Source: an optimization exercise on an open RTL-to-GDS flow (aim: small area, a short achievable clock period and few clock cycles per item). Production flows keep margins and buffers that such runs may drop.
RTL that was checked went through simulation tests only; none was proved equivalent to the original.
The clock port is modelled as an ideal driver; clocking choices that lean on that would not hold on a real chip.

Design SquareRoot, start of the top module:
module SquareRoot(outdata,checkflag,clk,rst,start,indata);
 input wire clk;
 input wire rst;
 input wire start;
 input wire [31:0] indata;
 output reg [15:0] outdata;    
 output reg checkflag;
 reg [13:0] h;       
 reg [15:0] r;       
 reg        neg;     
 reg [2:0]  cnt;     
 wire idle = (cnt == 3'd0);
 wire [15:0] qa, qb;
 wire [15:0] za = {outdata[14:0], ~sa[17]};
 genvar k;
 generate
    for (k = 0; k < 16; k = k + 1) begin : mask
        assign qa[k] = outdata[k] & (2 * cnt <= 15 - k);
        assign qb[k] = za[k] & (2 * cnt <= 16 - k);
    end
 endgenerate
 wire [17:0] sa = {r, h[13], outdata[15]} + {qa ^ {16{~neg}}, 2'b11};
 wire [17:0] sum = {sa[15:0], h[12], outdata[14]} + {qb ^ {16{~sa[17]}}, 2'b11};
 function [5:0] first2;
    input [3:0] n;
    reg [2:0] r0;
    reg       n0;
    reg [1:0] q0;
    begin
    case (n)
    4'd0:  begin r0 = 3'b111; n0 = 1'b1; q0 = 2'd0; end
    4'd1:  begin r0 = 3'd0;   n0 = 1'b0; q0 = 2'd1; end
    4'd2:  begin r0 = 3'd1;   n0 = 1'b0; q0 = 2'd1; end
    4'd3:  begin r0 = 3'd2;   n0 = 1'b0; q0 = 2'd1; end
    4'd4:  begin r0 = 3'b011; n0 = 1'b1; q0 = 2'd2; end
    4'd5:  begin r0 = 3'b100; n0 = 1'b1; q0 = 2'd2; end
    4'd6:  begin r0 = 3'b101; n0 = 1'b1; q0 = 2'd2; end
    4'd7:  begin r0 = 3'b110; n0 = 1'b1; q0 = 2'd2; end
    4'd8:  begin r0 = 3'b111; n0 = 1'b1; q0 = 2'd2; end
    4'd9:  begin r0 = 3'd0;   n0 = 1'b0; q0 = 2'd3; end
    4'd10: begin r0 = 3'd1;   n0 = 1'b0; q0 = 2'd3; end
    4'd11: begin r0 = 3'd2;   n0 = 1'b0; q0 = 2'd3; end
    4'd12: begin r0 = 3'd3;   n0 = 1'b0; q0 = 2'd3; end
    4'd13: begin r0 = 3'd4;   n0 = 1'b0; q0 = 2'd3; end
  ...
Size in the first run: roughly 380 cells after synthesis, roughly 52 I/O pins.
Settings: LEC_CHECK=0, CAP_MARGIN=20, CORE_MARGIN=2, CORE_UTILIZATION=60, SETUP_SLACK_MARGIN=5, SLEW_MARGIN=20; clock period 8.5 ns.
run.sh (not shown) runs the stock make flow with config.mk's settings and CLKGATE_MAP_FILE= SYNTH_SCRIPT=/design/flow/synth_recipe.tcl, a recipe that flattens the netlist after the stock synthesis.
The starting point ran to the end with no violations.
Change:
==> flow/flow/run.sh (new file) <==
#!/bin/bash
set -euo pipefail
MARGIN=$(cat flow/margin.txt)
bash standard.sh "BUFFER_PORTS_ARGS=-buffer_cell sky130_fd_sc_hd__buf_2" \
  "SETUP_SLACK_MARGIN=$MARGIN" finish > standard.log 2>&1
==> flow/flow/margin.txt (new file) <==
5.0
==> flow/standard.sh (new file) <==
#!/bin/bash
# synth_recipe.tcl (not shown) runs the flow's synth.tcl, then flattens the netlist and writes it again
# the make line also repeats each setting of config.mk as NAME=value (left out here)
make -C /OpenROAD-flow-scripts/flow DESIGN_CONFIG=/design/flow/config.mk WORK_HOME=/design/flow/orfs CLKGATE_MAP_FILE= SYNTH_SCRIPT=/design/flow/synth_recipe.tcl "${@:-finish}"
removed: flow/run.sh
After rerunning: The new run completed with no timing, DRC or antenna violations; setup slack gets better by 23 ps; die area is unchanged; via count went down slightly; cell area went down slightly; sequential share of layout area went up by 0.39 points; count of clock-buffer cells in the layout stays the same.
Function was not checked in any run of this note: the RTL went through the layout flow alone.

* * *

== rev 12 ==
SquareRoot, a different RTL version from the one above (not shown whole).
Size in the first run: roughly 57 flip-flops, ~52 I/O pins, about 0.0030 mm^2 of cells after synthesis.
// SquareRoot
module SquareRoot(outdata,checkflag,clk,rst,start,indata);
 input wire clk;
 input wire rst;
 input wire start;
 input wire [31:0] indata;
 output reg [15:0] outdata;    
 output reg checkflag;
 reg [13:0] h;       
 reg [15:0] r;       
 reg        neg;     
 reg        busy;
 reg [6:0]  j;       
 reg        late;    
 wire last = j[6] & ~j[5];       
 wire [15:0] m;
 assign m[1:0] = 2'b11;
 genvar k;
 generate
    for (k = 2; k <= 8; k = k + 1) begin : mlo
        assign m[k] = j[k-2] | late;
    end
    for (k = 9; k <= 14; k = k + 1) begin : mhi
        assign m[k] = late & ~j[k-9];
    end
 endgenerate
 assign m[15] = 1'b0;
 wire [17:0] sum = {r, h[13], outdata[15]} + {(outdata & m) ^ {16{~neg}}, 2'b11};
 function [4:0] first2;
    input [3:0] n;
    begin
    case (n)
    4'd0:  first2 = {2'd0, 3'd0};
    4'd1:  first2 = {2'd1, 3'd0};
    4'd2:  first2 = {2'd1, 3'd1};
    4'd3:  first2 = {2'd1, 3'd2};
    4'd4:  first2 = {2'd2, 3'd0};
    4'd5:  first2 = {2'd2, 3'd1};
    4'd6:  first2 = {2'd2, 3'd2};
    4'd7:  first2 = {2'd2, 3'd3};
    4'd8:  first2 = {2'd2, 3'd4};
    4'd9:  first2 = {2'd3, 3'd0};
    4'd10: first2 = {2'd3, 3'd1};
    4'd11: first2 = {2'd3, 3'd2};
    4'd12: first2 = {2'd3, 3'd3};
    4'd13: first2 = {2'd3, 3'd4};
    4'd14: first2 = {2'd3, 3'd5};
    default: first2 = {2'd3, 3'd6};
    endcase
    end
 endfunction
 wire [1:0] q0;
 wire [2:0] r0;
 assign {q0, r0} = first2(indata[31:28]);
 wire [13:0] hi_in, lo_in;
 generate
    for (k = 0; k < 14; k = k + 1) begin : split
        assign hi_in[k] = indata[2*k+1];
        assign lo_in[k] = indata[2*k];
    end
 endgenerate
 always @(posedge clk) begin
    if (!busy) begin
        h   <= hi_in;
        r   <= {13'd0, r0};
        neg <= 1'b0;
        j   <= 7'd0;
        late <= 1'b0;
  ...
clock: 8.5 ns
lec_check: 0
cap_margin: 20
core_margin: 2
core_utilization: 85
setup_slack_margin: 5
slew_margin: 20
standard.sh (not shown) runs the stock make flow with config.mk's settings and CLKGATE_MAP_FILE= SYNTH_SCRIPT=/design/flow/synth_recipe.tcl, a recipe that flattens the netlist after the stock synthesis.
==> flow/flow/run.sh <==
#!/bin/bash
set -euo pipefail
MARGIN=$(cat flow/margin.txt)
export PRE_CTS_TCL="$PWD/flow/pre_cts.tcl"
bash standard.sh "BUFFER_PORTS_ARGS=-buffer_cell sky130_fd_sc_hd__buf_1" \
  "SETUP_SLACK_MARGIN=$MARGIN" "PRE_CTS_TCL=$PRE_CTS_TCL" finish > standard.log 2>&1
==> flow/flow/margin.txt <==
5.8
==> flow/flow/pre_cts.tcl <==
# Sourced by ORFS's cts.tcl (PRE_CTS_TCL) just before clock_tree_synthesis.
# The design is small, so instead of TritonCTS's tree (a root buffer, eight
# leaf buffers and dummy loads) the clock port drives NBUF buffers directly,
# each driving the registers of one vertical stripe of the core: sinks are
# sorted by x and split evenly, and each buffer sits at its sinks' centroid.
# Every register sees one buffer between the port and its clock pin.
set ::manual_cts_nbuf 2
set ::manual_cts_cell sky130_fd_sc_hd__clkbuf_16

proc manual_cts {nbuf cb} {
  set block [ord::get_db_block]
  set clknet [$block findNet clk]
  set master [[ord::get_db] findMaster $cb]
  set sinks {}
  foreach iterm [$clknet getITerms] {
    set bb [[$iterm getInst] getBBox]
    lappend sinks [list [expr {([$bb xMin] + [$bb xMax]) / 2}] \
      [expr {([$bb yMin] + [$bb yMax]) / 2}] $iterm]
  }
  set sinks [lsort -integer -index 0 $sinks]
  set n [llength $sinks]
  puts "manual_cts: $n sinks, $nbuf x $cb"
  for {set k 0} {$k < $nbuf} {incr k} {
    set lo [expr {$k * $n / $nbuf}]
    set hi [expr {($k + 1) * $n / $nbuf - 1}]
    set buf [odb::dbInst_create $block $master clkbuf_${k}_clk]
    set net [odb::dbNet_create $block clknet_${k}_clk]
    $net setSigType CLOCK
    set sx 0
    set sy 0
    set m 0
    foreach s [lrange $sinks $lo $hi] {
      lassign $s x y iterm
      incr sx $x
      incr sy $y
      incr m
      $iterm disconnect
      $iterm connect $net
    }
    [$buf findITerm A] connect $clknet
    [$buf findITerm X] connect $net
    $buf setLocation [expr {$sx / $m}] [expr {$sy / $m}]
    $buf setPlacementStatus PLACED
  }
  set_propagated_clock [all_clocks]
}

rename clock_tree_synthesis tritoncts_clock_tree_synthesis
proc clock_tree_synthesis {args} {
  manual_cts $::manual_cts_nbuf $::manual_cts_cell
}
Rev 12 | ERROR | 3_3_place_gp
Testbench counts of rev 12, summed over its fixed seeds: cycles 30,720, ops 2,048.
diff inputs: rev 12 => rev 13
- a change of CORE_UTILIZATION from 85 to 75
==> flow/flow/run.sh <==
#!/bin/bash
set -euo pipefail
MARGIN=$(cat flow/margin.txt)
bash standard.sh "BUFFER_PORTS_ARGS=-buffer_cell sky130_fd_sc_hd__buf_1" \
  "SETUP_SLACK_MARGIN=$MARGIN" finish > standard.log 2>&1
removed: flow/flow/pre_cts.tcl
### Flow results
Rev 13: PASS, flow complete, no timing, DRC or antenna violations
Compared rev 13 vs rev 12, and starting utilization of the core area is down in rev 13.
Compare rev 13 and rev 12 | die extent in y higher: rev 13
Reported for rev 13 and rev 12, synthesized area turned out identical to the last digit.

* * *

SquareRoot, a different RTL version from the one above (not shown whole).
Size in the first run: roughly 380 cells after synthesis, roughly 52 I/O pins, about 0.0031 mm^2 of cells after synthesis.
clock: 8.5 ns
lec_check: 0
abc_clock_period_in_ps: 2500
cap_margin: 20
core_margin: 2
core_utilization: 40
slew_margin: 20
run.sh (not shown) runs the stock make flow with config.mk's settings and CLKGATE_MAP_FILE= SYNTH_SCRIPT=/design/flow/synth_recipe.tcl, a recipe that flattens the netlist after the stock synthesis.
Stock flow here: none of the scripts above is used.
Testbench counts at the start, summed over its fixed seeds: cycles 30,720, ops 2,048.
Change:
ABC_CLOCK_PERIOD_IN_PS = default   (was 2500)
CORE_UTILIZATION = 60   (was 40)
SETUP_SLACK_MARGIN = 5   (was default)
=> The changed run finished clean. Critical path depth grows by 1. Wire length shrinks slightly. Global-route usage grows by 8.3 points. Sequential share of layout area is about the same. Count of clock-buffer cells in the layout does not change. Worst setup slack gains 190 ps. Design area stays flat. Die area shrinks by a quarter to a third. Non-clock buffer count grows by 1.
Change:
ABC_AREA = 1   (was default)
CORE_UTILIZATION = 40   (was 60)
SETUP_SLACK_MARGIN = default   (was 5)
Effect: The new run ran to the end with no violations; clock-buffer cell count went down by 3; routed wire length rose by 2.9%; synthesized cell count is higher by 14%; cell area increases by 0.44%; non-clock buffer count went down by 3; synthesized area grows by 2.0%; first-iteration DRC count went down by 55%; die area goes up by 50%; setup slack is worse by 370 ps.
Change:
ABC_AREA = default   (was 1)
Synthesized cell count drops by 12%.
Core utilization climbs by 0.39 points.
Die area drops by 1.9%.
Sequential share of layout area is about the same.

separate check: timing with driven ports:
In the flow no input, the clock included, has a driving cell. The finished layouts below were timed again as built, in two steps. Step 1 (the two cells are an assumption about what drives the block):
set clk [get_ports {clk}]
set_driving_cell -lib_cell sky130_fd_sc_hd__clkbuf_16 $clk
set_driving_cell -lib_cell sky130_fd_sc_hd__buf_2 [delete_from_list [all_inputs] $clk]
Step 2 times the ports against the registers' clock, not the clock port: input delays grow and output delays shrink by t, the midpoint of the rising clock arrivals with the driver on. Slacks: ideal / step 1 / step 2; pairs: ideal / step 1.
| run | t, ns | setup slack, ns | worst hold slack (ns) | worst setup path after step 2 | latest minus earliest clock arrival (ns) |
|---|---|---|---|---|---|
| the first run of note 1 | 0.337 | 4.096 / 4.096 / 4.096 | 0.463 / 0.463 / 0.463 | register to register | 0.007 / 0.007 |
| the second run of note 1 | 0.337 | 4.120 / 4.120 / 4.120 | 0.461 / 0.461 / 0.461 | register to register | 0.017 / 0.017 |
| rev 13 | 0.369 | 5.825 / 5.797 / 5.701 | 0.457 / 0.457 / 0.457 | input to register | 0.007 / 0.007 |
| the first run of note 3 | 0.363 | 5.004 / 5.010 / 4.647 | 0.420 / 0.420 / 0.420 | input to register | 0.009 / 0.009 |
| the second run of note 3 | 0.363 | 5.189 / 5.196 / 4.833 | 0.421 / 0.421 / 0.421 | input to register | 0.010 / 0.010 |
| the third run of note 3 | 0.373 | 4.822 / 4.835 / 4.461 | 0.418 / 0.418 / 0.418 | input to register | 0.009 / 0.009 |
| the fourth run of note 3 | 0.363 | 5.004 / 5.010 / 4.647 | 0.420 / 0.420 / 0.420 | input to register | 0.009 / 0.009 |
After both steps every run listed still meets setup and hold. The setup slack of the third run of note 3, which loses most, moves by +0.013 ns with the drivers and by -0.361 ns with both steps.
